This design comes from an exercise in tuning for small area, a short achievable clock period and few clock cycles per item on the open sky130 flow, not from production work.
Where RTL was checked, it was by simulation tests only, not by an equivalence proof against the original.
No functional check of the RTL was part of run 4.

File: flow/config.mk
export PLATFORM = sky130hd
export DESIGN_NAME = boothsalgo
export DESIGN_NICKNAME = boothsalgo
export VERILOG_FILES = /design/flow/design.v
export SDC_FILE = /design/flow/constraint.sdc
export NUM_CORES = 4
export LEC_CHECK = 0
export ABC_AREA = 1
export CAP_MARGIN = 20
export CORE_MARGIN = 2
export CORE_UTILIZATION = 40
export SETUP_SLACK_MARGIN = 3.0
export SLEW_MARGIN = 20
File: flow/constraint.sdc
create_clock -name core_clock -period 6.5 [get_ports {clock}]
set_input_delay 1.3000 -clock core_clock [delete_from_list [all_inputs] [get_ports {clock}]]
set_output_delay 1.3000 -clock core_clock [all_outputs]
set_load 0.01 [all_outputs]
File: flow/design.v
module boothsalgo(clock, reset, signal_in, mcand, mplier, product, done_signal, addOP, subOP);
    input clock, reset, signal_in;
    input signed [31:0] mcand;
    input signed [31:0] mplier;
    output reg signed [63:0] product;
    output reg done_signal;
    output reg [4:0] addOP;
    reg m31;              
    output reg [4:0] subOP;
    reg [31:0] X;         
    reg [31:0] L;         
    reg [31:0] H;         
    reg        busy;
    reg [1:0] nch;   
    reg [1:0] idx;   
    wire mcand_fit1 = (~|mcand[31:7]) | (&mcand[31:7]);
    wire mcand_fit2 = (~|mcand[31:15]) | (&mcand[31:15]);
    wire mcand_fit3 = (~|mcand[31:23]) | (&mcand[31:23]);
    wire [1:0] n_mcand = mcand_fit1 ? 2'd0 : (mcand_fit2 ? 2'd1 : (mcand_fit3 ? 2'd2 : (3)));
    wire mplier_fit1 = (~|mplier[31:7]) | (&mplier[31:7]);
    wire mplier_fit2 = (~|mplier[31:15]) | (&mplier[31:15]);
    wire mplier_fit3 = (~|mplier[31:23]) | (&mplier[31:23]);
    wire [1:0] n_mplier = mplier_fit1 ? 2'd0 : (mplier_fit2 ? 2'd1 : (mplier_fit3 ? 2'd2 : (3)));
    wire swap = n_mcand < n_mplier;
    wire [8:0] ys = {swap ? mcand[7:0] : mplier[7:0], 1'b0};
    wire [8:0] yn = L[15:7];
    wire [33:0] xe = {{2{X[31]}}, X};
    wire [33:0] x2 = {X[31], X, 1'b0};
    reg one0, two0, neg0;
    wire ones0 = ys[0] ^ ys[1];
    wire twos0 = (ys[2] & ~ys[1] & ~ys[0]) | (~ys[2] & ys[1] & ys[0]);
    wire onen0 = yn[0] ^ yn[1];
    wire twon0 = (yn[2] & ~yn[1] & ~yn[0]) | (~yn[2] & yn[1] & yn[0]);
    wire [33:0] pp0 = (({34{one0}} & xe) | ({34{two0}} & x2)) ^ {34{neg0}};
    reg one1, two1, neg1;
    wire ones1 = ys[2] ^ ys[3];
    wire twos1 = (ys[4] & ~ys[3] & ~ys[2]) | (~ys[4] & ys[3] & ys[2]);
    wire onen1 = yn[2] ^ yn[3];
    wire twon1 = (yn[4] & ~yn[3] & ~yn[2]) | (~yn[4] & yn[3] & yn[2]);
    wire [33:0] pp1 = (({34{one1}} & xe) | ({34{two1}} & x2)) ^ {34{neg1}};
    reg one2, two2, neg2;
    wire ones2 = ys[4] ^ ys[5];
    wire twos2 = (ys[6] & ~ys[5] & ~ys[4]) | (~ys[6] & ys[5] & ys[4]);
    wire onen2 = yn[4] ^ yn[5];
    wire twon2 = (yn[6] & ~yn[5] & ~yn[4]) | (~yn[6] & yn[5] & yn[4]);
    wire [33:0] pp2 = (({34{one2}} & xe) | ({34{two2}} & x2)) ^ {34{neg2}};
    reg one3, two3, neg3;
    wire ones3 = ys[6] ^ ys[7];
    wire twos3 = (ys[8] & ~ys[7] & ~ys[6]) | (~ys[8] & ys[7] & ys[6]);
    wire onen3 = yn[6] ^ yn[7];
    wire twon3 = (yn[8] & ~yn[7] & ~yn[6]) | (~yn[8] & yn[7] & yn[6]);
    wire [33:0] pp3 = (({34{one3}} & xe) | ({34{two3}} & x2)) ^ {34{neg3}};
    always @(posedge clock) begin
        one0 <= signal_in ? ones0 : onen0;
        two0 <= signal_in ? twos0 : twon0;
        neg0 <= signal_in ? ys[2] : yn[2];
        one1 <= signal_in ? ones1 : onen1;
        two1 <= signal_in ? twos1 : twon1;
        neg1 <= signal_in ? ys[4] : yn[4];
        one2 <= signal_in ? ones2 : onen2;
        two2 <= signal_in ? twos2 : twon2;
        neg2 <= signal_in ? ys[6] : yn[6];
        one3 <= signal_in ? ones3 : onen3;
        two3 <= signal_in ? twos3 : twon3;
        neg3 <= signal_in ? ys[8] : yn[8];
    end
    wire cs1;
    wire cs2;
    wire cs3;
    wire cs4;
    wire cs5;
    wire cs6;
    wire cs7;
    wire cs8;
    wire cs9;
    wire cs10;
    wire cs11;
    wire cs12;
    wire cs13;
    wire cs14;
    wire cs15;
    wire cs16;
    wire cs17;
    wire cs18;
    wire cs19;
    wire cs20;
    wire cs21;
    wire cs22;
    wire cs23;
    wire cs24;
    wire cs25;
    wire cs26;
    wire cs27;
    wire cs28;
    wire cs29;
    wire cs30;
    wire cs31;
    wire cs32;
    wire cs33;
    wire cs34;
    wire cs35;
    wire cs36;
    wire cs37;
    wire cs38;
    wire cs39;
    wire cs40;
    wire cs41;
    wire cs42;
    wire cs43;
    wire cs44;
    wire cs45;
    wire cs46;
    wire cs47;
    wire cs48;
    wire cs49;
    wire cs50;
    wire cs51;
    wire cs52;
    wire cs53;
    wire cs54;
    wire cs55;
    wire cs56;
    wire cs57;
    wire cs58;
    wire cs59;
    wire cs60;
    wire cs61;
    wire cs62;
    wire cs63;
    wire cs64;
    wire cs65;
    wire cs66;
    wire cs67;
    wire cs68;
    wire cs69;
    wire cs70;
    wire cs71;
    wire cs72;
    wire cs73;
    wire cs74;
    wire cs75;
    wire cs76;
    wire cs77;
    wire cs78;
    wire cs79;
    wire cs80;
    wire cs81;
    wire cs82;
    wire cs83;
    wire cs84;
    wire cs85;
    wire cs86;
    wire cs87;
    wire cs88;
    wire cs89;
    wire cs90;
    wire cs91;
    wire cs92;
    wire cs93;
    wire cs94;
    wire cs95;
    wire cs96;
    wire cs97;
    wire cs98;
    wire cs99;
    wire cs100;
    wire cs101;
    wire cs102;
    wire cs103;
    wire cs104;
    wire cs105;
    wire cs106;
    wire cs107;
    wire cs108;
    wire cs109;
    wire cs110;
    wire cs111;
    wire cs112;
    wire cs113;
    wire cs114;
    wire cs115;
    wire cs116;
    wire cs117;
    wire cs118;
    wire cs119;
    wire cs120;
    wire cs121;
    wire cs122;
    wire cs123;
    wire cs124;
    wire cs125;
    wire cs126;
    wire cs127;
    wire cs128;
    wire cs129;
    wire cs130;
    wire cs131;
    wire cs132;
    wire cs133;
    wire cs134;
    wire cs135;
    wire cs136;
    wire cs137;
    wire cs138;
    wire cs139;
    wire cs140;
    wire cs141;
    wire cs142;
    wire cs143;
    wire cs144;
    wire cs145;
    wire cs146;
    wire cs147;
    wire cs148;
    wire cs149;
    wire cs150;
    wire cs151;
    wire cs152;
    wire cs153;
    wire cs154;
    wire cs155;
    wire cs156;
    wire cs157;
    wire cs158;
    wire cs159;
    wire cs160;
    wire cs161;
    wire cs162;
    wire cs163;
    wire cs164;
    wire cs165;
    wire cs166;
    wire cs167;
    wire cs168;
    wire cs169;
    wire cs170;
    wire cs171;
    wire cs172;
    wire cs173;
    wire cs174;
    wire cs175;
    wire cs176;
    wire cs177;
    wire cs178;
    wire cs179;
    wire cs180;
    wire cs181;
    wire cs182;
    wire cs183;
    wire cs184;
    wire cs185;
    wire cs186;
    wire cs187;
    wire cs188;
    wire cs189;
    wire cs190;
    wire cs191;
    wire cs192;
    wire cs193;
    wire cs194;
    wire cs195;
    wire cs196;
    wire cs197;
    wire cs198;
    wire cs199;
    wire cs200;
    wire cs201;
    wire cs202;
    wire cs203;
    wire cs204;
    wire cs205;
    wire cs206;
    wire cs207;
    wire cs208;
    wire cs209;
    wire cs210;
    wire cs211;
    wire cs212;
    wire cs213;
    wire cs214;
    wire cs215;
    wire cs216;
    wire cs217;
    wire cs218;
    wire cs219;
    wire cs220;
    wire cs221;
    wire cs222;
    wire cs223;
    wire cs224;
    wire cs225;
    wire cs226;
    wire cs227;
    wire cs228;
    wire cs229;
    wire cs230;
    wire cs231;
    wire cs232;
    wire cs233;
    wire cs234;
    wire cs235;
    wire cs236;
    wire cs237;
    wire cs238;
    wire cs239;
    wire cs240;
    wire cs241;
    wire cs242;
    wire cs243;
    wire cs244;
    wire cs245;
    wire cs246;
    wire cs247;
    wire cs248;
    wire cs249;
    wire cs250;
    wire cs251;
    wire cs252;
    wire cs253;
    wire cs254;
    wire cs255;
    wire cs256;
    wire cs257;
    wire cs258;
    wire cs259;
    wire cs260;
    wire cs261;
    wire cs262;
    wire cs263;
    wire cs264;
    assign cs1 = H[4] ^ pp0[4];
    assign cs2 = H[4] & pp0[4];
    assign cs3 = H[5] ^ pp0[5];
    assign cs4 = H[5] & pp0[5];
    assign cs5 = H[6] ^ pp0[6] ^ pp1[4];
    assign cs6 = (H[6] & pp0[6]) | (H[6] & pp1[4]) | (pp0[6] & pp1[4]);
    assign cs7 = pp2[2] ^ pp3[0];
    assign cs8 = pp2[2] & pp3[0];
    assign cs9 = H[7] ^ pp0[7] ^ pp1[5];
    assign cs10 = (H[7] & pp0[7]) | (H[7] & pp1[5]) | (pp0[7] & pp1[5]);
    assign cs11 = pp2[3] ^ pp3[1];
    assign cs12 = pp2[3] & pp3[1];
    assign cs13 = H[8] ^ pp0[8] ^ pp1[6];
    assign cs14 = (H[8] & pp0[8]) | (H[8] & pp1[6]) | (pp0[8] & pp1[6]);
    assign cs15 = pp2[4] ^ pp3[2];
    assign cs16 = pp2[4] & pp3[2];
    assign cs17 = H[9] ^ pp0[9] ^ pp1[7];
    assign cs18 = (H[9] & pp0[9]) | (H[9] & pp1[7]) | (pp0[9] & pp1[7]);
    assign cs19 = pp2[5] ^ pp3[3];
    assign cs20 = pp2[5] & pp3[3];
    assign cs21 = H[10] ^ pp0[10] ^ pp1[8];
    assign cs22 = (H[10] & pp0[10]) | (H[10] & pp1[8]) | (pp0[10] & pp1[8]);
    assign cs23 = pp2[6] ^ pp3[4];
    assign cs24 = pp2[6] & pp3[4];
    assign cs25 = H[11] ^ pp0[11] ^ pp1[9];
    assign cs26 = (H[11] & pp0[11]) | (H[11] & pp1[9]) | (pp0[11] & pp1[9]);
    assign cs27 = pp2[7] ^ pp3[5];
    assign cs28 = pp2[7] & pp3[5];
    assign cs29 = H[12] ^ pp0[12] ^ pp1[10];
    assign cs30 = (H[12] & pp0[12]) | (H[12] & pp1[10]) | (pp0[12] & pp1[10]);
    assign cs31 = pp2[8] ^ pp3[6];
    assign cs32 = pp2[8] & pp3[6];
    assign cs33 = H[13] ^ pp0[13] ^ pp1[11];
    assign cs34 = (H[13] & pp0[13]) | (H[13] & pp1[11]) | (pp0[13] & pp1[11]);
    assign cs35 = pp2[9] ^ pp3[7];
    assign cs36 = pp2[9] & pp3[7];
    assign cs37 = H[14] ^ pp0[14] ^ pp1[12];
    assign cs38 = (H[14] & pp0[14]) | (H[14] & pp1[12]) | (pp0[14] & pp1[12]);
    assign cs39 = pp2[10] ^ pp3[8];
    assign cs40 = pp2[10] & pp3[8];
    assign cs41 = H[15] ^ pp0[15] ^ pp1[13];
    assign cs42 = (H[15] & pp0[15]) | (H[15] & pp1[13]) | (pp0[15] & pp1[13]);
    assign cs43 = pp2[11] ^ pp3[9];
    assign cs44 = pp2[11] & pp3[9];
    assign cs45 = H[16] ^ pp0[16] ^ pp1[14];
    assign cs46 = (H[16] & pp0[16]) | (H[16] & pp1[14]) | (pp0[16] & pp1[14]);
    assign cs47 = pp2[12] ^ pp3[10];
    assign cs48 = pp2[12] & pp3[10];
    assign cs49 = H[17] ^ pp0[17] ^ pp1[15];
    assign cs50 = (H[17] & pp0[17]) | (H[17] & pp1[15]) | (pp0[17] & pp1[15]);
    assign cs51 = pp2[13] ^ pp3[11];
    assign cs52 = pp2[13] & pp3[11];
    assign cs53 = H[18] ^ pp0[18] ^ pp1[16];
    assign cs54 = (H[18] & pp0[18]) | (H[18] & pp1[16]) | (pp0[18] & pp1[16]);
    assign cs55 = pp2[14] ^ pp3[12];
    assign cs56 = pp2[14] & pp3[12];
    assign cs57 = H[19] ^ pp0[19] ^ pp1[17];
    assign cs58 = (H[19] & pp0[19]) | (H[19] & pp1[17]) | (pp0[19] & pp1[17]);
    assign cs59 = pp2[15] ^ pp3[13];
    assign cs60 = pp2[15] & pp3[13];
    assign cs61 = H[20] ^ pp0[20] ^ pp1[18];
    assign cs62 = (H[20] & pp0[20]) | (H[20] & pp1[18]) | (pp0[20] & pp1[18]);
    assign cs63 = pp2[16] ^ pp3[14];
    assign cs64 = pp2[16] & pp3[14];
    assign cs65 = H[21] ^ pp0[21] ^ pp1[19];
    assign cs66 = (H[21] & pp0[21]) | (H[21] & pp1[19]) | (pp0[21] & pp1[19]);
    assign cs67 = pp2[17] ^ pp3[15];
    assign cs68 = pp2[17] & pp3[15];
    assign cs69 = H[22] ^ pp0[22] ^ pp1[20];
    assign cs70 = (H[22] & pp0[22]) | (H[22] & pp1[20]) | (pp0[22] & pp1[20]);
    assign cs71 = pp2[18] ^ pp3[16];
    assign cs72 = pp2[18] & pp3[16];
    assign cs73 = H[23] ^ pp0[23] ^ pp1[21];
    assign cs74 = (H[23] & pp0[23]) | (H[23] & pp1[21]) | (pp0[23] & pp1[21]);
    assign cs75 = pp2[19] ^ pp3[17];
    assign cs76 = pp2[19] & pp3[17];
    assign cs77 = H[24] ^ pp0[24] ^ pp1[22];
    assign cs78 = (H[24] & pp0[24]) | (H[24] & pp1[22]) | (pp0[24] & pp1[22]);
    assign cs79 = pp2[20] ^ pp3[18];
    assign cs80 = pp2[20] & pp3[18];
    assign cs81 = H[25] ^ pp0[25] ^ pp1[23];
    assign cs82 = (H[25] & pp0[25]) | (H[25] & pp1[23]) | (pp0[25] & pp1[23]);
    assign cs83 = pp2[21] ^ pp3[19];
    assign cs84 = pp2[21] & pp3[19];
    assign cs85 = H[26] ^ pp0[26] ^ pp1[24];
    assign cs86 = (H[26] & pp0[26]) | (H[26] & pp1[24]) | (pp0[26] & pp1[24]);
    assign cs87 = pp2[22] ^ pp3[20];
    assign cs88 = pp2[22] & pp3[20];
    assign cs89 = H[27] ^ pp0[27] ^ pp1[25];
    assign cs90 = (H[27] & pp0[27]) | (H[27] & pp1[25]) | (pp0[27] & pp1[25]);
    assign cs91 = pp2[23] ^ pp3[21];
    assign cs92 = pp2[23] & pp3[21];
    assign cs93 = H[28] ^ pp0[28] ^ pp1[26];
    assign cs94 = (H[28] & pp0[28]) | (H[28] & pp1[26]) | (pp0[28] & pp1[26]);
    assign cs95 = pp2[24] ^ pp3[22];
    assign cs96 = pp2[24] & pp3[22];
    assign cs97 = H[29] ^ pp0[29] ^ pp1[27];
    assign cs98 = (H[29] & pp0[29]) | (H[29] & pp1[27]) | (pp0[29] & pp1[27]);
    assign cs99 = pp2[25] ^ pp3[23];
    assign cs100 = pp2[25] & pp3[23];
    assign cs101 = H[30] ^ pp0[30] ^ pp1[28];
    assign cs102 = (H[30] & pp0[30]) | (H[30] & pp1[28]) | (pp0[30] & pp1[28]);
    assign cs103 = pp2[26] ^ pp3[24];
    assign cs104 = pp2[26] & pp3[24];
    assign cs105 = ~H[31] ^ pp0[31] ^ pp1[29];
    assign cs106 = (~H[31] & pp0[31]) | (~H[31] & pp1[29]) | (pp0[31] & pp1[29]);
    assign cs107 = pp2[27] ^ pp3[25] ^ 1'b1;
    assign cs108 = (pp2[27] & pp3[25]) | (pp2[27] & 1'b1) | (pp3[25] & 1'b1);
    assign cs109 = pp0[32] ^ pp1[30] ^ pp2[28];
    assign cs110 = (pp0[32] & pp1[30]) | (pp0[32] & pp2[28]) | (pp1[30] & pp2[28]);
    assign cs111 = pp3[26] ^ 1'b1;
    assign cs112 = pp3[26] & 1'b1;
    assign cs113 = ~pp0[33] ^ pp1[31] ^ pp2[29];
    assign cs114 = (~pp0[33] & pp1[31]) | (~pp0[33] & pp2[29]) | (pp1[31] & pp2[29]);
    assign cs115 = pp1[32] ^ pp2[30];
    assign cs116 = pp1[32] & pp2[30];
    assign cs117 = H[2] ^ pp0[2];
    assign cs118 = H[2] & pp0[2];
    assign cs119 = H[3] ^ pp0[3];
    assign cs120 = H[3] & pp0[3];
    assign cs121 = cs1 ^ pp1[2] ^ pp2[0];
    assign cs122 = (cs1 & pp1[2]) | (cs1 & pp2[0]) | (pp1[2] & pp2[0]);
    assign cs123 = cs2 ^ cs3 ^ pp1[3];
    assign cs124 = (cs2 & cs3) | (cs2 & pp1[3]) | (cs3 & pp1[3]);
    assign cs125 = cs4 ^ cs5 ^ cs7;
    assign cs126 = (cs4 & cs5) | (cs4 & cs7) | (cs5 & cs7);
    assign cs127 = cs6 ^ cs8 ^ cs9;
    assign cs128 = (cs6 & cs8) | (cs6 & cs9) | (cs8 & cs9);
    assign cs129 = cs10 ^ cs12 ^ cs13;
    assign cs130 = (cs10 & cs12) | (cs10 & cs13) | (cs12 & cs13);
    assign cs131 = cs14 ^ cs16 ^ cs17;
    assign cs132 = (cs14 & cs16) | (cs14 & cs17) | (cs16 & cs17);
    assign cs133 = cs18 ^ cs20 ^ cs21;
    assign cs134 = (cs18 & cs20) | (cs18 & cs21) | (cs20 & cs21);
    assign cs135 = cs22 ^ cs24 ^ cs25;
    assign cs136 = (cs22 & cs24) | (cs22 & cs25) | (cs24 & cs25);
    assign cs137 = cs26 ^ cs28 ^ cs29;
    assign cs138 = (cs26 & cs28) | (cs26 & cs29) | (cs28 & cs29);
    assign cs139 = cs30 ^ cs32 ^ cs33;
    assign cs140 = (cs30 & cs32) | (cs30 & cs33) | (cs32 & cs33);
    assign cs141 = cs34 ^ cs36 ^ cs37;
    assign cs142 = (cs34 & cs36) | (cs34 & cs37) | (cs36 & cs37);
    assign cs143 = cs38 ^ cs40 ^ cs41;
    assign cs144 = (cs38 & cs40) | (cs38 & cs41) | (cs40 & cs41);
    assign cs145 = cs42 ^ cs44 ^ cs45;
    assign cs146 = (cs42 & cs44) | (cs42 & cs45) | (cs44 & cs45);
    assign cs147 = cs46 ^ cs48 ^ cs49;
    assign cs148 = (cs46 & cs48) | (cs46 & cs49) | (cs48 & cs49);
    assign cs149 = cs50 ^ cs52 ^ cs53;
    assign cs150 = (cs50 & cs52) | (cs50 & cs53) | (cs52 & cs53);
    assign cs151 = cs54 ^ cs56 ^ cs57;
    assign cs152 = (cs54 & cs56) | (cs54 & cs57) | (cs56 & cs57);
    assign cs153 = cs58 ^ cs60 ^ cs61;
    assign cs154 = (cs58 & cs60) | (cs58 & cs61) | (cs60 & cs61);
    assign cs155 = cs62 ^ cs64 ^ cs65;
    assign cs156 = (cs62 & cs64) | (cs62 & cs65) | (cs64 & cs65);
    assign cs157 = cs66 ^ cs68 ^ cs69;
    assign cs158 = (cs66 & cs68) | (cs66 & cs69) | (cs68 & cs69);
    assign cs159 = cs70 ^ cs72 ^ cs73;
    assign cs160 = (cs70 & cs72) | (cs70 & cs73) | (cs72 & cs73);
    assign cs161 = cs74 ^ cs76 ^ cs77;
    assign cs162 = (cs74 & cs76) | (cs74 & cs77) | (cs76 & cs77);
    assign cs163 = cs78 ^ cs80 ^ cs81;
    assign cs164 = (cs78 & cs80) | (cs78 & cs81) | (cs80 & cs81);
    assign cs165 = cs82 ^ cs84 ^ cs85;
    assign cs166 = (cs82 & cs84) | (cs82 & cs85) | (cs84 & cs85);
    assign cs167 = cs86 ^ cs88 ^ cs89;
    assign cs168 = (cs86 & cs88) | (cs86 & cs89) | (cs88 & cs89);
    assign cs169 = cs90 ^ cs92 ^ cs93;
    assign cs170 = (cs90 & cs92) | (cs90 & cs93) | (cs92 & cs93);
    assign cs171 = cs94 ^ cs96 ^ cs97;
    assign cs172 = (cs94 & cs96) | (cs94 & cs97) | (cs96 & cs97);
    assign cs173 = cs98 ^ cs100 ^ cs101;
    assign cs174 = (cs98 & cs100) | (cs98 & cs101) | (cs100 & cs101);
    assign cs175 = cs102 ^ cs104 ^ cs105;
    assign cs176 = (cs102 & cs104) | (cs102 & cs105) | (cs104 & cs105);
    assign cs177 = cs106 ^ cs108 ^ cs109;
    assign cs178 = (cs106 & cs108) | (cs106 & cs109) | (cs108 & cs109);
    assign cs179 = cs110 ^ cs112 ^ cs113;
    assign cs180 = (cs110 & cs112) | (cs110 & cs113) | (cs112 & cs113);
    assign cs181 = cs114 ^ cs115 ^ pp3[28];
    assign cs182 = (cs114 & cs115) | (cs114 & pp3[28]) | (cs115 & pp3[28]);
    assign cs183 = cs116 ^ ~pp1[33] ^ pp2[31];
    assign cs184 = (cs116 & ~pp1[33]) | (cs116 & pp2[31]) | (~pp1[33] & pp2[31]);
    assign cs185 = pp2[32] ^ pp3[30];
    assign cs186 = pp2[32] & pp3[30];
    assign cs187 = H[0] ^ pp0[0];
    assign cs188 = H[0] & pp0[0];
    assign cs189 = H[1] ^ pp0[1];
    assign cs190 = H[1] & pp0[1];
    assign cs191 = cs117 ^ pp1[0] ^ neg1;
    assign cs192 = (cs117 & pp1[0]) | (cs117 & neg1) | (pp1[0] & neg1);
    assign cs193 = cs118 ^ cs119 ^ pp1[1];
    assign cs194 = (cs118 & cs119) | (cs118 & pp1[1]) | (cs119 & pp1[1]);
    assign cs195 = cs120 ^ cs121 ^ neg2;
    assign cs196 = (cs120 & cs121) | (cs120 & neg2) | (cs121 & neg2);
    assign cs197 = cs122 ^ cs123 ^ pp2[1];
    assign cs198 = (cs122 & cs123) | (cs122 & pp2[1]) | (cs123 & pp2[1]);
    assign cs199 = cs124 ^ cs125 ^ neg3;
    assign cs200 = (cs124 & cs125) | (cs124 & neg3) | (cs125 & neg3);
    assign cs201 = cs126 ^ cs127 ^ cs11;
    assign cs202 = (cs126 & cs127) | (cs126 & cs11) | (cs127 & cs11);
    assign cs203 = cs128 ^ cs129 ^ cs15;
    assign cs204 = (cs128 & cs129) | (cs128 & cs15) | (cs129 & cs15);
    assign cs205 = cs130 ^ cs131 ^ cs19;
    assign cs206 = (cs130 & cs131) | (cs130 & cs19) | (cs131 & cs19);
    assign cs207 = cs132 ^ cs133 ^ cs23;
    assign cs208 = (cs132 & cs133) | (cs132 & cs23) | (cs133 & cs23);
    assign cs209 = cs134 ^ cs135 ^ cs27;
    assign cs210 = (cs134 & cs135) | (cs134 & cs27) | (cs135 & cs27);
    assign cs211 = cs136 ^ cs137 ^ cs31;
    assign cs212 = (cs136 & cs137) | (cs136 & cs31) | (cs137 & cs31);
    assign cs213 = cs138 ^ cs139 ^ cs35;
    assign cs214 = (cs138 & cs139) | (cs138 & cs35) | (cs139 & cs35);
    assign cs215 = cs140 ^ cs141 ^ cs39;
    assign cs216 = (cs140 & cs141) | (cs140 & cs39) | (cs141 & cs39);
    assign cs217 = cs142 ^ cs143 ^ cs43;
    assign cs218 = (cs142 & cs143) | (cs142 & cs43) | (cs143 & cs43);
    assign cs219 = cs144 ^ cs145 ^ cs47;
    assign cs220 = (cs144 & cs145) | (cs144 & cs47) | (cs145 & cs47);
    assign cs221 = cs146 ^ cs147 ^ cs51;
    assign cs222 = (cs146 & cs147) | (cs146 & cs51) | (cs147 & cs51);
    assign cs223 = cs148 ^ cs149 ^ cs55;
    assign cs224 = (cs148 & cs149) | (cs148 & cs55) | (cs149 & cs55);
    assign cs225 = cs150 ^ cs151 ^ cs59;
    assign cs226 = (cs150 & cs151) | (cs150 & cs59) | (cs151 & cs59);
    assign cs227 = cs152 ^ cs153 ^ cs63;
    assign cs228 = (cs152 & cs153) | (cs152 & cs63) | (cs153 & cs63);
    assign cs229 = cs154 ^ cs155 ^ cs67;
    assign cs230 = (cs154 & cs155) | (cs154 & cs67) | (cs155 & cs67);
    assign cs231 = cs156 ^ cs157 ^ cs71;
    assign cs232 = (cs156 & cs157) | (cs156 & cs71) | (cs157 & cs71);
    assign cs233 = cs158 ^ cs159 ^ cs75;
    assign cs234 = (cs158 & cs159) | (cs158 & cs75) | (cs159 & cs75);
    assign cs235 = cs160 ^ cs161 ^ cs79;
    assign cs236 = (cs160 & cs161) | (cs160 & cs79) | (cs161 & cs79);
    assign cs237 = cs162 ^ cs163 ^ cs83;
    assign cs238 = (cs162 & cs163) | (cs162 & cs83) | (cs163 & cs83);
    assign cs239 = cs164 ^ cs165 ^ cs87;
    assign cs240 = (cs164 & cs165) | (cs164 & cs87) | (cs165 & cs87);
    assign cs241 = cs166 ^ cs167 ^ cs91;
    assign cs242 = (cs166 & cs167) | (cs166 & cs91) | (cs167 & cs91);
    assign cs243 = cs168 ^ cs169 ^ cs95;
    assign cs244 = (cs168 & cs169) | (cs168 & cs95) | (cs169 & cs95);
    assign cs245 = cs170 ^ cs171 ^ cs99;
    assign cs246 = (cs170 & cs171) | (cs170 & cs99) | (cs171 & cs99);
    assign cs247 = cs172 ^ cs173 ^ cs103;
    assign cs248 = (cs172 & cs173) | (cs172 & cs103) | (cs173 & cs103);
    assign cs249 = cs174 ^ cs175 ^ cs107;
    assign cs250 = (cs174 & cs175) | (cs174 & cs107) | (cs175 & cs107);
    assign cs251 = cs176 ^ cs177 ^ cs111;
    assign cs252 = (cs176 & cs177) | (cs176 & cs111) | (cs177 & cs111);
    assign cs253 = cs178 ^ cs179 ^ pp3[27];
    assign cs254 = (cs178 & cs179) | (cs178 & pp3[27]) | (cs179 & pp3[27]);
    assign cs255 = cs180 ^ cs181 ^ 1'b1;
    assign cs256 = (cs180 & cs181) | (cs180 & 1'b1) | (cs181 & 1'b1);
    assign cs257 = cs182 ^ cs183 ^ pp3[29];
    assign cs258 = (cs182 & cs183) | (cs182 & pp3[29]) | (cs183 & pp3[29]);
    assign cs259 = cs184 ^ cs185 ^ 1'b1;
    assign cs260 = (cs184 & cs185) | (cs184 & 1'b1) | (cs185 & 1'b1);
    assign cs261 = cs186 ^ ~pp2[33] ^ pp3[31];
    assign cs262 = (cs186 & ~pp2[33]) | (cs186 & pp3[31]) | (~pp2[33] & pp3[31]);
    assign cs263 = pp3[32] ^ 1'b1;
    assign cs264 = pp3[32] & 1'b1;
    wire [39:0] sum = {cs264, cs262, cs260, cs258, cs256, cs254, cs252, cs250, cs248, cs246, cs244, cs242, cs240, cs238, cs236, cs234, cs232, cs230, cs228, cs226, cs224, cs222, cs220, cs218, cs216, cs214, cs212, cs210, cs208, cs206, cs204, cs202, cs200, cs198, cs196, cs194, cs192, cs190, cs188, cs187} + {~pp3[33], cs263, cs261, cs259, cs257, cs255, cs253, cs251, cs249, cs247, cs245, cs243, cs241, cs239, cs237, cs235, cs233, cs231, cs229, cs227, cs225, cs223, cs221, cs219, cs217, cs215, cs213, cs211, cs209, cs207, cs205, cs203, cs201, cs199, cs197, cs195, cs193, cs191, cs189, neg0};
    wire [31:0] rises = mplier & ~{mplier[30:0], 1'b0};
    reg [11:0] gcnt;      
    wire [2:0] gn0;
    wire [2:0] gn1;
    wire [2:0] gn2;
    wire [2:0] gn3;
    wire gq1;
    wire gq2;
    wire gq3;
    wire gq4;
    wire gq5;
    wire gq6;
    wire gq7;
    wire gq8;
    wire gq9;
    wire gq10;
    wire gq11;
    wire gq12;
    wire gq13;
    wire gq14;
    wire gq15;
    wire gq16;
    assign gq1 = (rises[0] | rises[1]) ^ (rises[2] | rises[3]);
    assign gq2 = (rises[0] | rises[1]) & (rises[2] | rises[3]);
    assign gq3 = gq1 ^ (rises[4] | rises[5]);
    assign gq4 = gq1 & (rises[4] | rises[5]);
    assign gn0 = {1'b0, gq4, gq3} + {1'b0, gq2, (rises[6] | rises[7])};
    assign gq5 = (rises[8] | rises[9]) ^ (rises[10] | rises[11]);
    assign gq6 = (rises[8] | rises[9]) & (rises[10] | rises[11]);
    assign gq7 = gq5 ^ (rises[12] | rises[13]);
    assign gq8 = gq5 & (rises[12] | rises[13]);
    assign gn1 = {1'b0, gq8, gq7} + {1'b0, gq6, (rises[14] | rises[15])};
    assign gq9 = (rises[16] | rises[17]) ^ (rises[18] | rises[19]);
    assign gq10 = (rises[16] | rises[17]) & (rises[18] | rises[19]);
    assign gq11 = gq9 ^ (rises[20] | rises[21]);
    assign gq12 = gq9 & (rises[20] | rises[21]);
    assign gn2 = {1'b0, gq12, gq11} + {1'b0, gq10, (rises[22] | rises[23])};
    assign gq13 = (rises[24] | rises[25]) ^ (rises[26] | rises[27]);
    assign gq14 = (rises[24] | rises[25]) & (rises[26] | rises[27]);
    assign gq15 = gq13 ^ (rises[28] | rises[29]);
    assign gq16 = gq13 & (rises[28] | rises[29]);
    assign gn3 = {1'b0, gq16, gq15} + {1'b0, gq14, (rises[30] | rises[31])};
    always @(posedge clock) gcnt <= {gn3, gn2, gn1, gn0};
    wire pc1;
    wire pc2;
    wire pc3;
    wire pc4;
    wire pc5;
    wire pc6;
    wire pc7;
    wire pc8;
    wire pc9;
    wire pc10;
    wire pc11;
    wire pc12;
    assign pc1 = gcnt[0] ^ gcnt[3];
    assign pc2 = gcnt[0] & gcnt[3];
    assign pc3 = gcnt[1] ^ gcnt[4] ^ gcnt[7];
    assign pc4 = (gcnt[1] & gcnt[4]) | (gcnt[1] & gcnt[7]) | (gcnt[4] & gcnt[7]);
    assign pc5 = gcnt[2] ^ gcnt[5] ^ gcnt[8];
    assign pc6 = (gcnt[2] & gcnt[5]) | (gcnt[2] & gcnt[8]) | (gcnt[5] & gcnt[8]);
    assign pc7 = pc1 ^ gcnt[6];
    assign pc8 = pc1 & gcnt[6];
    assign pc9 = pc2 ^ pc3 ^ gcnt[10];
    assign pc10 = (pc2 & pc3) | (pc2 & gcnt[10]) | (pc3 & gcnt[10]);
    assign pc11 = pc4 ^ pc5 ^ gcnt[11];
    assign pc12 = (pc4 & pc5) | (pc4 & gcnt[11]) | (pc5 & gcnt[11]);
    wire [4:0] nsub = {1'b0, pc12, pc10, pc8, pc7} + {1'b0, pc6, pc11, pc9, gcnt[9]};
    always @(posedge clock) begin
        if (reset) begin
            busy <= 1'b0;
            done_signal <= 1'b0;
        end else if (signal_in) begin
            X <= swap ? mplier : mcand;
            L <= swap ? mcand : mplier;
            nch <= swap ? n_mcand : n_mplier;
            H <= 32'd0;
            idx <= 2'd0;
            busy <= 1'b1;
            done_signal <= 1'b0;
            m31 <= mplier[31];
        end else if (busy) begin
            if (idx == 2'd0) subOP <= nsub;
            H <= sum[39:8];
            L <= {sum[7:0], L[31:8]};
            idx <= idx + 1'b1;
            if (idx == nch) begin
                busy <= 1'b0;
                done_signal <= 1'b1;
            end
        end
    end
    always @(*) begin
        addOP = subOP - {4'd0, m31};
        case (nch)
            2'd0: product = $signed({H, L}) >>> 24;
            2'd1: product = $signed({H, L}) >>> 16;
            2'd2: product = $signed({H, L}) >>> 8;
            2'd3: product = $signed({H, L}) >>> 0;
            default: product = 64'sd0;
        endcase
    end
endmodule
File: flow/run.sh
#!/bin/bash
# synth_recipe.tcl (not shown) runs the flow's synth.tcl, then flattens the netlist and writes it again
# the make line also repeats each setting of config.mk as NAME=value (left out here)
make -C /OpenROAD-flow-scripts/flow DESIGN_CONFIG=/design/flow/config.mk WORK_HOME=/design/flow/orfs CLKGATE_MAP_FILE= SYNTH_SCRIPT=/design/flow/synth_recipe.tcl finish
==> results of run 1 <==
[per-stage QoR]
step,worst slack (ns),area [um^2],util [%]
after floorplan,2.614,16630,-
after global placement,1.309,18300,47.25
after detailed placement,1.390,18300,47.25
after CTS,2.064,21090,54.44
after global routing,1.858,22580,58.29
final,1.927,22580,58.29
[state kept, by name, indices dropped and copies added, names as in the netlist]
| signal | cells |
|---|---|
| m31 | 1 |
| two3 | 1 |
| busy | 1 |
| two1 | 1 |
| one0 | 1 |
| gcnt | 12 |
| subOP | 5 |
| neg1 | 1 |
| nch | 2 |
| two0 | 1 |
| done_signal | 1 |
| neg3 | 1 |
| one3 | 1 |
| X | 32 |
| neg0 | 1 |
| idx | 2 |
| L | 32 |
| one1 | 1 |
| one2 | 1 |
| neg2 | 1 |
| H | 32 |
| two2 | 1 |
[cells in the mapped netlist (all sizes together) (26+ instances only)]
cell,instances
inv,418
clkbuf,61
edfxtp,106
o2111ai,27
fa,105
nor2,164
xor2,140
nand3,39
o22ai,132
o21ai,189
a21oi,117
ha,100
nand2,364
dfxtp,26
[logic make-up after synthesis]
family          after synthesis  share of synthesized area [%]
buf+inv                     506                          12.38
xor+xnor                    142                          7.895
flops                       132                          23.51
fa+ha+maj                   206                          21.35
simple gates                604                          15.45
compound gates              524                          19.41
[critical path: stages, from the launching register on]
cell and delay, ns:
dfxtp_4 0.38, clkinvlp_4 0.23, buf_4 0.21, o22ai_2 0.12
xor2_1 0.10, fa_1 0.49, inv_1 0.05, fa_1 0.55
inv_1 0.05, fa_1 0.51, inv_2 0.06, ha_4 0.25
inv_2 0.12, o21bai_4 0.09, nor2_2 0.14, nand2_1 0.11
a21oi_2 0.22, o21ai_2 0.11, a21oi_2 0.22, o21ai_1 0.10
a21oi_2 0.27
[cell type report]
class	instances	area share [%]
Timing Repair Buffer	345	14.01
Tap cell	518	2.870
Multi-Input combinational cell	1479	55.72
Inverter	422	7.769
Sequential cell	132	16.54
Timing Repair inverter	12	0.4377
Clock buffer	17	1.884
Clock inverter	15	0.7758
[worst paths after layout]
path | slack (ns) | startpoint | depth (start not counted) | end
worst min-delay path | 0.52 | done_signal | 2 | done_signal
worst min register to register | 0.52 | done_signal | 2 | done_signal
worst max-delay path | 1.93 | two0 | 20 | H[16]
worst max register to register | 1.93 | two0 | 20 | H[16]
[metal layers]
metal	part of all wire [%]	up-vias
li1	-	7543
met1	42	8316
met2	42	1260
met3	11	233
met4	4.6	0
met5	0	-
[timing repair]
item                       CTS  global route
cloned                      14             7
setup buffers              122            57
gates resized for setup    514           330
setup endpoints to repair  165           162
hold buffers                 0             0
pin swaps                  115            89
==> impl_metrics.toml, run 1 <==
[status]
status = "complete, no violations"

[synthesis]
syn-num-nets = 2386
synth_ff_type = "edfxtp_1"
synth_area_leaders = "edfxtp_1 20%, fa_1 13%, inv_1 9.9%, nand2_1 8.6%, ha_1 7.9%"
synth.top_cell.area_share_pct = 20.21
yosysWarningCount = 1
synth-edff-count = 106
ys_seq_area_share_pct = 23.51
yosys.area.top_type = "edfxtp_1"
async_reset_ff_share_pct = 0
synth.avg_cell_area_um2 = 7.452
syn_area_um2 = 15750
syn_inst = 2114
synth_cell_types = 47
ys_ff_latch = 132

[detailed_routing]
num_vias = 17352
remaining_drc_errors = 0
drt_iter0_drc = 2139
antenna_left = 0
vias_per_cell = 5.902
dr.pass1.iters = 6
detail_route.wl_per_cell_um = 24.53
routed_wl_um = 72110

[cells_and_area]
fillers = 3509
layout_common_cells = "326 x inv_1, 300 x nand2_1, 152 x buf_4"
multi_input_area_um2 = 12580
fin_cells = 2940
nets = 2681
drive_gt1_share_pct = 32.20
diodes = 0
seqCellArea_um2 = 3735
area_growth_pct = 43.34
layout_commonest_cell = "inv_1"

[floorplanning]
die_x_um = 202.4
dieArea_um2 = 40980
num_io_pins = 142
start_util_pct = 40.67
core_area_um2 = 38740
die_y_um = 202.4
rows = 72

[worst_setup_path]
critPathKind = "register to register"
end_kind = "register"
crit_fanout = 6
arrival_ns = 4.82
critPathLaunchType = "register"
cp.required_ns = 6.75

[placed_design]
dp_hpwl_um = 51770
place_congestion = 1.008
dp.cells = 2707
port_buffers = 141

[clocking]
cts_buffers = 17
root_buffer = "clkbuf_16"
cts_tree = "built"
clk_path_buf_depth = 2
clk_latency_ns = 0.44
h-tree-depth = 4
clock-sinks = 132
clk_pin_slew_ns = 0.07

[timing]
setup_tns_ns = 0
setup_violations = 0
maxSlewViolCount = 0
tightest_slew_ns = 1.017
fmax_mhz = 218.7
holdWs_ns = 0.5209
hold_viol_final = 0
max-slew-margin-rel_pct = 32.19
period_minus_slack_ns = 4.573
min_period_over_period_pct = 70.36
clock_skew_ns = 0.01496
rsz0062_at_grt = "true"

[hold_path]
hold_class = "register to register"

[global_routing]
grt_max_degree = 68
antenna_found_initial = 0
top_usage_layer = "met2"
grt_usage_pct = 33.90
grtUsageMet1_pct = 49.29
overflow = 0
met2_usage_pct = 50.09
grt_pass1_vias = 16155
grt_pass1_wl_um = 103400
use_met3_pct = 6.772

[job]
cap_violations = 0
Testbench counts, summed over its fixed seeds: cycles 8,914, mults 3,200.
==> inputs of run 2 (changes only) <==
--- a/flow/config.mk
+++ b/flow/config.mk
@@ -10,4 +10,4 @@
 export CORE_MARGIN = 2
 export CORE_UTILIZATION = 40
-export SETUP_SLACK_MARGIN = 3.0
+export SETUP_SLACK_MARGIN = 1.3
 export SLEW_MARGIN = 20
==> run 2 against run 1 <==
  * Cell area is 18% lower
  * Clock skew increased by 0.0064 ns
  * Critical path depth decreased by 2
  * Cell count shrank 6.1%
  * Maximum frequency fell by 12%
  * Setup slack worse by 0.61 ns
==> impl_metrics.toml, run 2 <==
[timing]
period_minus_slack_ns = 5.180
maxSlewViolCount = 0
tightest_slew_ns = 1.093
setup_violations = 0
min_period_over_period_pct = 79.69
hold_viol_final = 0
fmax_mhz = 193.1
clock_skew_ns = 0.02140
max-slew-margin-rel_pct = 26.96
setup_tns_ns = 0
setup_ws_ns = 1.320
rsz0062_at_grt = "true"

[clocking]
h-tree-depth = 4
cts_tree = "built"
clk_path_buf_depth = 2
root_buffer = "clkbuf_16"
clk_latency_ns = 0.46
clk_pin_slew_ns = 0.08
clock-sinks = 132
cts_buffers = 17
cts_hold_buffers = 0

[detailed_routing]
remaining_drc_errors = 0
drt_iter0_drc = 2038
antenna_left = 0
routed_wl_um = 65710
routed-wl-met3_um = 6887
wl_met2_um = 27340
wl_met1_um = 29380
top_layer = "met5"
dr.pass1.iters = 7
detail_route.wl_per_cell_um = 23.80
num_vias = 15806
vias_per_cell = 5.725

[synthesis]
syn_area_um2 = 15750
synthSimpleGateAreaFrac_pct = 15.45
ys_ff_latch = 132
async_reset_ff_share_pct = 0
synth_compound_area_share_pct = 19.41
synthMuxAreaShare_pct = 0
synth.top_cell.area_share_pct = 20.21
synthXorXnorAreaFrac_pct = 7.895
syn_inst = 2114
synth_fa_ha_area_share_pct = 21.35
yosys.area.top_type = "edfxtp_1"
synth_top_family_by_area = "adder cells"
synth_common_cells = "416 x inv_1, 360 x nand2_1, 160 x nor2_1"
yosysWarningCount = 1
synth-edff-count = 106
synth.avg_cell_area_um2 = 7.452
synth_area_leaders = "edfxtp_1 20%, fa_1 13%, inv_1 9.9%, nand2_1 8.6%, ha_1 7.9%"
syn-num-nets = 2386
synth_ff_type = "edfxtp_1"
ys_seq_area_share_pct = 23.51
synth_cell_types = 47
synth_most_common_cell = "inv_1"

[placed_design]
post-place-ws_ns = 0.6996
dp_hpwl_um = 53010
place_congestion = 1.005
port_buffers = 141

[global_routing]
overflow = 0
grt_pass1_wl_um = 96600
grt_usage_pct = 32.03
grt_pass1_vias = 15273
grt_max_degree = 59
antenna_found_initial = 4

[floorplanning]
die_y_um = 202.4
dieArea_um2 = 40980
start_util_pct = 40.67
core_area_um2 = 38740
die_x_um = 202.4
rows = 72
num_io_pins = 142

[hold_path]
hold_class = "register to register"

[worst_setup_path]
critPathKind = "register to register"
arrival_ns = 5.35
cp.required_ns = 6.67
critPathLaunchType = "register"
end_kind = "register"
crit_fanout = 7

[cells_and_area]
layout_common_cells = "409 x inv_1, 360 x nand2_1, 152 x nor2_1"
area_growth_pct = 17.93
drive_gt1_share_pct = 5.932
largestRegisters = "H x32, L x32, X x32"
nets = 2501
layout_commonest_cell = "inv_1"

[status]
status = "complete, no violations"

[job]
cap_violations = 0
==> run 2: layer usage <==
metal	global-route usage, %	vias up
li1	-	7164
met3	7.240	111
met2	47.00	904
met4	9.906	2
met1	46.64	7625
met5	0	-
==> run 2: cell type report <==
cell class	instances	area, um^2
well taps	518	648.1
multi-input cells	1476	10260
flip-flops and latches	132	3710
clock buffers	19	475.5
repair buffers	177	1693
inverters	422	1613
diodes	1	2.502
repair inverters	3	22.52
fillers	3898	20160
clock inverters	13	148.9
==> run 2: stage by stage <==
stage                     util [%]  cell area (um^2)  std cells  hold WS, ns
after floorplan                  -             15760       2114       0.5032
after global placement       45.66             17690       2717       0.5055
after detailed placement     45.66             17690       2717       0.5030
after CTS                    47.60             18440       2757       0.5249
after global routing         47.95             18570       2760       0.5992
final                        47.96             18580       2761       0.5284
==> run 2: cell families after synthesis <==
| kind of cell | count (synthesis) |
|---|---|
| simple gates | 604 |
| flops | 132 |
| fa+ha+maj | 206 |
| xor+xnor | 142 |
| compound gates | 524 |
| buf+inv | 506 |
==> run 2: worst paths after layout <==
kind / startpoint / to / slack (ns) / cells after the start
max: two0 / H[15] / 1.32 / 18
min: done_signal / done_signal / 0.53 / 2
max reg2reg: two0 / H[15] / 1.32 / 18
min reg2reg: done_signal / done_signal / 0.53 / 2
==> run 2: critical path, cell delays in order, from the launching register on <==
cell and delay (ns):
dfxtp_2 0.41, clkinvlp_4 0.20, buf_4 0.19, o22ai_1 0.17, xor2_1 0.22, fa_1 0.47
fa_1 0.51, fa_1 0.53, ha_1 0.40, nand2_1 0.21, nor2_1 0.08, nor2_1 0.27
nand2_1 0.21, nand2_1 0.11, nand2_1 0.14, a21oi_1 0.29, inv_1 0.12, o21ai_0 0.22
a21oi_2 0.13
==> run 2: what timing repair did <==
item,in CTS,in global routing
gates cloned,2,1
gates resized for setup,26,36
setup buffers,6,2
pin swaps,1,1
setup endpoints to repair,17,23
==> inputs of run 3 (changes only) <==
--- a/flow/config.mk
+++ b/flow/config.mk
@@ -10,4 +10,4 @@
 export CORE_MARGIN = 2
 export CORE_UTILIZATION = 40
-export SETUP_SLACK_MARGIN = 1.3
+export SETUP_SLACK_MARGIN = 2.0
 export SLEW_MARGIN = 20
==> run 3 against run 2 <==
  * Area after synthesis is the same
  * Critical path type unchanged
  * First-iteration DRC count decreased by 3.6%
  * Critical path depth rose by 1
  * Wire length rose by 4.8%
  * Die area stayed put
  * Maximum frequency grew 13%
  * Setup slack better by 0.58 ns
  * Synthesized cell count unchanged
==> impl_metrics.toml, run 3 <==
[worst_setup_path]
crit_end = "H[26]"
slowest_stage = "fa_1"
cp.required_ns = 6.78
crit_fanout = 5
reg2reg_slack_ns = 1.90
reg2reg_depth = 19
path_cells = "clkinvlp_4 > buf_6 > o22ai_2 > xor2_1 > fa_1 > inv_1 > fa_1 > inv_1 > fa_1 > inv_1 > ha_4 > nand2_4 > nor2_4 > inv_4 > nor4_4 > nand4_1 > nand4_1 > o21ai_1 > a21oi_2"
critPathLaunch = "two1"
end_kind = "register"
r2r_start = "two1"
critPathKind = "register to register"
arrival_ns = 4.88
r2r_end = "H[26]"
critPathLaunchType = "register"
cp_slowest_stage_delay_ns = 0.53

[cells_and_area]
nets = 2583
diodes = 0
drive_gt1_share_pct = 21.04
largestRegisters = "H x32, L x32, X x32"
fillers = 3663
layout_common_cells = "365 x inv_1, 325 x nand2_1, 140 x clkdlybuf4s50_1"
area_growth_pct = 33.28
layout_commonest_cell = "inv_1"

[timing]
rsz0062_at_grt = "true"
setup_ws_ns = 1.903
setup_violations = 0
max-slew-margin-rel_pct = 30.30
maxSlewViolCount = 0
period_minus_slack_ns = 4.597
min_period_over_period_pct = 70.73
setup_tns_ns = 0
tightest_slew_ns = 1.043
clock_skew_ns = 0.01656
hold_viol_final = 0
fmax_mhz = 217.5

[floorplanning]
start_util_pct = 40.67
core_area_um2 = 38740
rows = 72
die_y_um = 202.4
die_x_um = 202.4
num_io_pins = 142
dieArea_um2 = 40980

[global_routing]
grt_max_degree = 72
grt_pass1_vias = 15688
grt_usage_pct = 33.33
overflow = 0
grt_pass1_wl_um = 100700
antenna_found_initial = 4

[clocking]
cts_tree = "built"
clock-sinks = 132
clk_latency_ns = 0.45
clk_path_buf_depth = 2
clk_pin_slew_ns = 0.07
root_buffer = "clkbuf_16"
cts_buffers = 17
cts_hold_buffers = 0
h-tree-depth = 4

[synthesis]
yosys.area.top_type = "edfxtp_1"
synth_most_common_cell = "inv_1"
syn_area_um2 = 15750
syn-num-nets = 2386
synth_ff_type = "edfxtp_1"
synth_cell_types = 47
synth.top_cell.area_share_pct = 20.21
synth_area_leaders = "edfxtp_1 20%, fa_1 13%, inv_1 9.9%, nand2_1 8.6%, ha_1 7.9%"
yosysWarningCount = 1
synth.avg_cell_area_um2 = 7.452
synth_compound_area_share_pct = 19.41
async_reset_ff_share_pct = 0
synth_fa_ha_area_share_pct = 21.35
ys_ff_latch = 132
synth_top_family_by_area = "adder cells"
syn_inst = 2114
synthXorXnorAreaFrac_pct = 7.895
synthMuxAreaShare_pct = 0
synth-edff-count = 106
synth_common_cells = "416 x inv_1, 360 x nand2_1, 160 x nor2_1"
ys_seq_area_share_pct = 23.51
synthSimpleGateAreaFrac_pct = 15.45

[placed_design]
port_buffers = 141
post-place-ws_ns = 0.7260
place_congestion = 0.9881
dp_hpwl_um = 52560

[job]
cap_violations = 0

[status]
status = "complete, no violations"

[detailed_routing]
num_vias = 16483
detail_route.wl_per_cell_um = 24.24
drt_iter0_drc = 1965
vias_per_cell = 5.800
antenna_left = 0
routed_wl_um = 68880
dr.pass1.iters = 8
remaining_drc_errors = 0

[hold_path]
hold_class = "register to register"
run 3: cell counts after synthesis:
No cell type changed its count.
run 3: critical path, delay by kind of cell (launching register included):
kind	cells	cell delay (ns)
fa+ha+maj	4	1.91
simple gates	5	0.86
buf+inv	6	0.63
compound gates	3	0.49
flops	1	0.39
xor+xnor	1	0.12
run 3: kinds of logic after synthesis:
logic type	after synthesis
xor gates and xnor gates	142
buffers and inverters	506
AOI/OAI and AO/OA	524
and+or+nand+nor	604
DFF	132
adders and majority gates	206
run 3: worst min path at each step:
| stage | start | to | cells after the start |
|---|---|---|---|
| final | done_signal | done_signal | 2 |
| after global routing | done_signal | done_signal | 2 |
| after CTS | done_signal | done_signal | 2 |
| after detailed placement | done_signal | done_signal | 2 |
| after global placement | done_signal | done_signal | 2 |
| after floorplan | L[7] | two0 | 2 |
run 3: routing by layer:
| layer | vias to the layer above | wire, um | global-route usage (%) |
|---|---|---|---|
| li1 | 7339 | - | - |
| met1 | 7990 | 30530 | 49.62 |
| met2 | 1002 | 28930 | 48.35 |
| met3 | 152 | 6931 | 5.950 |
| met4 | 0 | 2486 | 11.31 |
| met5 | - | 0 | 0 |
run 3: timing repair:
item / 4_1_cts / 5_1_grt
pin swaps: 68 / 66
endpoints found under the setup margin: 62 / 42
setup buffers: 52 / 35
endpoints found under the hold margin: 0 / 0
resized for setup: 310 / 182
gates cloned: 9 / 2
run 3: layout make-up:
class	count	area [um^2]	area share [%]
multi-input combinational	1476	11990	57.10
sequential	132	3729	17.76
timing repair buffer	251	2306	10.98
inverter	422	1685	8.027
tap	518	648.1	3.087
clock buffer	17	425.4	2.026
clock inverter	15	138.9	0.6615
timing repair inverter	11	75.07	0.3576
run 3: metrics by stage:
step,instances,hold slack (ns),utilization [%],area (um^2)
2_1_floorplan,2114,0.5032,-,15760
3_3_place_gp,2712,0.5028,45.53,17640
3_5_place_dp,2712,0.5156,45.53,17640
4_1_cts,2805,0.5500,51.52,19960
5_1_grt,2842,0.5710,54.20,21000
6_report,2842,0.5428,54.20,21000
==> inputs of run 4 (changes only) <==
--- a/flow/design.v
+++ b/flow/design.v
@@ -28,40 +28,60 @@
     wire [33:0] x2 = {X[31], X, 1'b0};
     reg one0, two0, neg0;
+    reg one0_n, two0_n, neg0_n;    
     wire ones0 = ys[0] ^ ys[1];
     wire twos0 = (ys[2] & ~ys[1] & ~ys[0]) | (~ys[2] & ys[1] & ys[0]);
     wire onen0 = yn[0] ^ yn[1];
     wire twon0 = (yn[2] & ~yn[1] & ~yn[0]) | (~yn[2] & yn[1] & yn[0]);
-    wire [33:0] pp0 = (({34{one0}} & xe) | ({34{two0}} & x2)) ^ {34{neg0}};
+    wire [33:0] pp0 = {(({17{~one0_n}} & xe[33:17]) | ({17{~two0_n}} & x2[33:17])) ^ {17{~neg0_n}},
+                         (({17{one0}} & xe[16:0]) | ({17{two0}} & x2[16:0])) ^ {17{neg0}}};
     reg one1, two1, neg1;
+    reg one1_n, two1_n, neg1_n;    
     wire ones1 = ys[2] ^ ys[3];
     wire twos1 = (ys[4] & ~ys[3] & ~ys[2]) | (~ys[4] & ys[3] & ys[2]);
     wire onen1 = yn[2] ^ yn[3];
     wire twon1 = (yn[4] & ~yn[3] & ~yn[2]) | (~yn[4] & yn[3] & yn[2]);
-    wire [33:0] pp1 = (({34{one1}} & xe) | ({34{two1}} & x2)) ^ {34{neg1}};
+    wire [33:0] pp1 = {(({17{~one1_n}} & xe[33:17]) | ({17{~two1_n}} & x2[33:17])) ^ {17{~neg1_n}},
+                         (({17{one1}} & xe[16:0]) | ({17{two1}} & x2[16:0])) ^ {17{neg1}}};
     reg one2, two2, neg2;
+    reg one2_n, two2_n, neg2_n;    
     wire ones2 = ys[4] ^ ys[5];
     wire twos2 = (ys[6] & ~ys[5] & ~ys[4]) | (~ys[6] & ys[5] & ys[4]);
     wire onen2 = yn[4] ^ yn[5];
     wire twon2 = (yn[6] & ~yn[5] & ~yn[4]) | (~yn[6] & yn[5] & yn[4]);
-    wire [33:0] pp2 = (({34{one2}} & xe) | ({34{two2}} & x2)) ^ {34{neg2}};
+    wire [33:0] pp2 = {(({17{~one2_n}} & xe[33:17]) | ({17{~two2_n}} & x2[33:17])) ^ {17{~neg2_n}},
+                         (({17{one2}} & xe[16:0]) | ({17{two2}} & x2[16:0])) ^ {17{neg2}}};
     reg one3, two3, neg3;
+    reg one3_n, two3_n, neg3_n;    
     wire ones3 = ys[6] ^ ys[7];
     wire twos3 = (ys[8] & ~ys[7] & ~ys[6]) | (~ys[8] & ys[7] & ys[6]);
     wire onen3 = yn[6] ^ yn[7];
     wire twon3 = (yn[8] & ~yn[7] & ~yn[6]) | (~yn[8] & yn[7] & yn[6]);
-    wire [33:0] pp3 = (({34{one3}} & xe) | ({34{two3}} & x2)) ^ {34{neg3}};
+    wire [33:0] pp3 = {(({17{~one3_n}} & xe[33:17]) | ({17{~two3_n}} & x2[33:17])) ^ {17{~neg3_n}},
+                         (({17{one3}} & xe[16:0]) | ({17{two3}} & x2[16:0])) ^ {17{neg3}}};
     always @(posedge clock) begin
         one0 <= signal_in ? ones0 : onen0;
         two0 <= signal_in ? twos0 : twon0;
         neg0 <= signal_in ? ys[2] : yn[2];
+        one0_n <= ~(signal_in ? ones0 : onen0);
+        two0_n <= ~(signal_in ? twos0 : twon0);
+        neg0_n <= ~(signal_in ? ys[2] : yn[2]);
         one1 <= signal_in ? ones1 : onen1;
         two1 <= signal_in ? twos1 : twon1;
         neg1 <= signal_in ? ys[4] : yn[4];
+        one1_n <= ~(signal_in ? ones1 : onen1);
+        two1_n <= ~(signal_in ? twos1 : twon1);
+        neg1_n <= ~(signal_in ? ys[4] : yn[4]);
         one2 <= signal_in ? ones2 : onen2;
         two2 <= signal_in ? twos2 : twon2;
         neg2 <= signal_in ? ys[6] : yn[6];
+        one2_n <= ~(signal_in ? ones2 : onen2);
+        two2_n <= ~(signal_in ? twos2 : twon2);
+        neg2_n <= ~(signal_in ? ys[6] : yn[6]);
         one3 <= signal_in ? ones3 : onen3;
         two3 <= signal_in ? twos3 : twon3;
         neg3 <= signal_in ? ys[8] : yn[8];
+        one3_n <= ~(signal_in ? ones3 : onen3);
+        two3_n <= ~(signal_in ? twos3 : twon3);
+        neg3_n <= ~(signal_in ? ys[8] : yn[8]);
     end
     wire cs1;
==> run 4 against run 3 <==
  * Cell count decreased by 1.6%
  * Critical path type is now register to output port
  * Critical path depth fell by 13
  * Clock-buffer cell count is 3 higher
  * Area after synthesis rose by 1.9%
  * Via count fell by 5.9%
  * Setup slack better by 0.096 ns
  * Synthesized cell count rose by 1.0%
  * Sequential share of layout area is 2.1 points higher
  * Critical endpoint is now product[32]
  * Global-route usage is 3.1 points lower
  * Sequential cell count rose by 12
  * First-iteration DRC count decreased by 14%
==> impl_metrics.toml, run 4 <==
[timing]
setup_violations = 0
fmax_mhz = 222.1
setup_ws_ns = 1.998
max-slew-margin-rel_pct = 26.25
min_period_over_period_pct = 69.26
hold_viol_final = 0
period_minus_slack_ns = 4.502
maxSlewViolCount = 0
holdWs_ns = 0.5381
tightest_slew_ns = 1.105
clock_skew_ns = 0.01167
rsz0062_at_grt = "true"
setup_tns_ns = 0

[placed_design]
post-place-ws_ns = 1.346
dp_hpwl_um = 49320
port_buffers = 141
place_area_um2 = 17880
dp.cells = 2731
place_congestion = 1.014

[cells_and_area]
layout_common_cells = "402 x inv_1, 306 x nand2_1, 140 x clkdlybuf4s50_1"
layout_commonest_cell = "inv_1"
drive_gt1_share_pct = 14.88
area_growth_pct = 24.65
fin_area_um2 = 20010
fin_cells = 2796
diodes = 0
nets = 2531
largestRegisters = "H x32, L x32, X x32"
fillers = 3907

[synthesis]
syn_inst = 2136
synth.avg_cell_area_um2 = 7.517
synth_ff_type = "edfxtp_1"
synth_cell_types = 48
async_reset_ff_share_pct = 0
syn-num-nets = 2408
synth_common_cells = "446 x inv_1, 327 x nand2_1, 155 x nor2_1"
synth_most_common_cell = "inv_1"
syn_area_um2 = 16060
yosysWarningCount = 1
synth-edff-count = 106
ys_seq_area_share_pct = 24.56
synth.top_cell.area_share_pct = 19.83
yosys.area.top_type = "edfxtp_1"
synth_area_leaders = "edfxtp_1 20%, fa_1 13%, inv_1 10%, ha_1 7.8%, nand2_1 7.6%"
ys_ff_latch = 144

[global_routing]
overflow = 0
antenna_found_initial = 1
grt_pass1_wl_um = 93430
grt_pass1_vias = 15089
grt_max_degree = 110
grt_usage_pct = 30.25

[status]
status = "complete, no violations"

[worst_setup_path]
end_kind = "output port"
critPathKind = "register to output port"
crit_fanout = 29
critPathLaunchType = "register"
cp.required_ns = 5.20
arrival_ns = 3.20

[floorplanning]
dieArea_um2 = 41760
num_io_pins = 142
rows = 73
die_y_um = 204.3
die_x_um = 204.3
start_util_pct = 40.50
core_area_um2 = 39640

[clocking]
cts_buffers = 17
root_buffer = "clkbuf_16"
h-tree-depth = 4
cts_hold_buffers = 0
clk_pin_slew_ns = 0.06
clock-sinks = 144
cts_tree = "built"
clk_latency_ns = 0.45
clk_path_buf_depth = 2

[detailed_routing]
drt_iter0_drc = 1689
antenna_left = 0
remaining_drc_errors = 0
num_vias = 15504
dr.pass1.iters = 6
detail_route.wl_per_cell_um = 22.56
vias_per_cell = 5.545
routed_wl_um = 63060

[job]
cap_violations = 0

[hold_path]
hold_class = "register to register"
[run 4: timing repair]
item                       4_1_cts  5_1_grt
hold endpoints to repair         0        0
buffers inserted                14       17
gates cloned                     2        0
pin swaps                        5       44
setup endpoints to repair       58       58
resized for setup               96      235
[run 4: through the flow]
step                util, %
CTS                   47.86
global route          50.49
global placement      45.10
finish                50.49
floorplan                 -
detailed placement    45.10
[run 4: cell type report]
class / instances / area [um^2] / area share (%)
repair buffers: 186 / 1819 / 9.090
multi-input cells: 1454 / 11160 / 55.79
clock buffers: 20 / 489.2 / 2.445
repair inverters: 1 / 7.507 / 0.03751
clock inverters: 11 / 137.6 / 0.6877
inverters: 455 / 1759 / 8.790
flip-flops and latches: 144 / 3979 / 19.88
well taps: 525 / 656.9 / 3.282
[run 4: worst paths after layout]
path / startpoint / endpoint / slack, ns / cells past startpoint
setup / recovery: nch[1] / product[32] / 2.00 / 6
hold / removal: gcnt[9] / subOP[0] / 0.54 / 1
setup reg to reg: one0 / H[20] / 2.01 / 21
hold reg to reg: gcnt[9] / subOP[0] / 0.54 / 1
[run 4: per-layer routing]
layer	track usage (%)	share of wire, %
met1	41.13	43
met2	47.60	45
met3	4.783	7.6
met4	13.10	4.6
met5	0	0.029
[run 4: cell families (layout without fill, tap and decap cells)]
family / Yosys count / in the layout / share of synthesized area [%]
adder cells (fa/ha/maj): 207 / 207 / 21.01
buffers and inverters: 539 / 673 / 12.91
XOR/XNOR: 139 / 139 / 7.583
flip-flops: 144 / 144 / 24.56
AO/OA/AOI/OAI: 524 / 524 / 19.05
AND/OR/NAND/NOR: 583 / 584 / 14.88
[run 4: critical path, cell delays in order, from the launching register on]
cell	delay (ns)
edfxtp_1	0.42
buf_4	0.19
nor2_1	0.08
buf_4	0.25
inv_1	0.51
o21ai_0	0.64
clkdlybuf4s50_1	0.64

## port drivers added, routing unchanged
The results above use ideal ports. As a check the final layouts listed here were re-extracted and re-timed, cells and wires unchanged.
Step 1 assumes that a clkbuf_16 drives the clock port and a buf_2 every other input.
Step 2 times the ports against the registers' clock, not the clock port: input delays grow and output delays shrink by t, the midpoint of the rising clock arrivals with the driver on.
Three values: no drivers, after step 1, after step 2; two values: the first two.
run	t, ns	slack for setup (ns)	latest minus earliest clock arrival (ns)
run 1	0.492	1.927 / 1.927 / 1.927	0.015 / 0.016
run 2	0.508	1.320 / 1.320 / 1.320	0.024 / 0.024
run 3	0.500	1.903 / 1.903 / 1.648	0.017 / 0.017
run 4	0.497	1.998 / 1.945 / 1.812	0.013 / 0.013
After both steps every run listed still meets setup and hold. The setup slack of run 3, which loses most, moves by 0.000 ns with the drivers and by -0.255 ns with both steps.
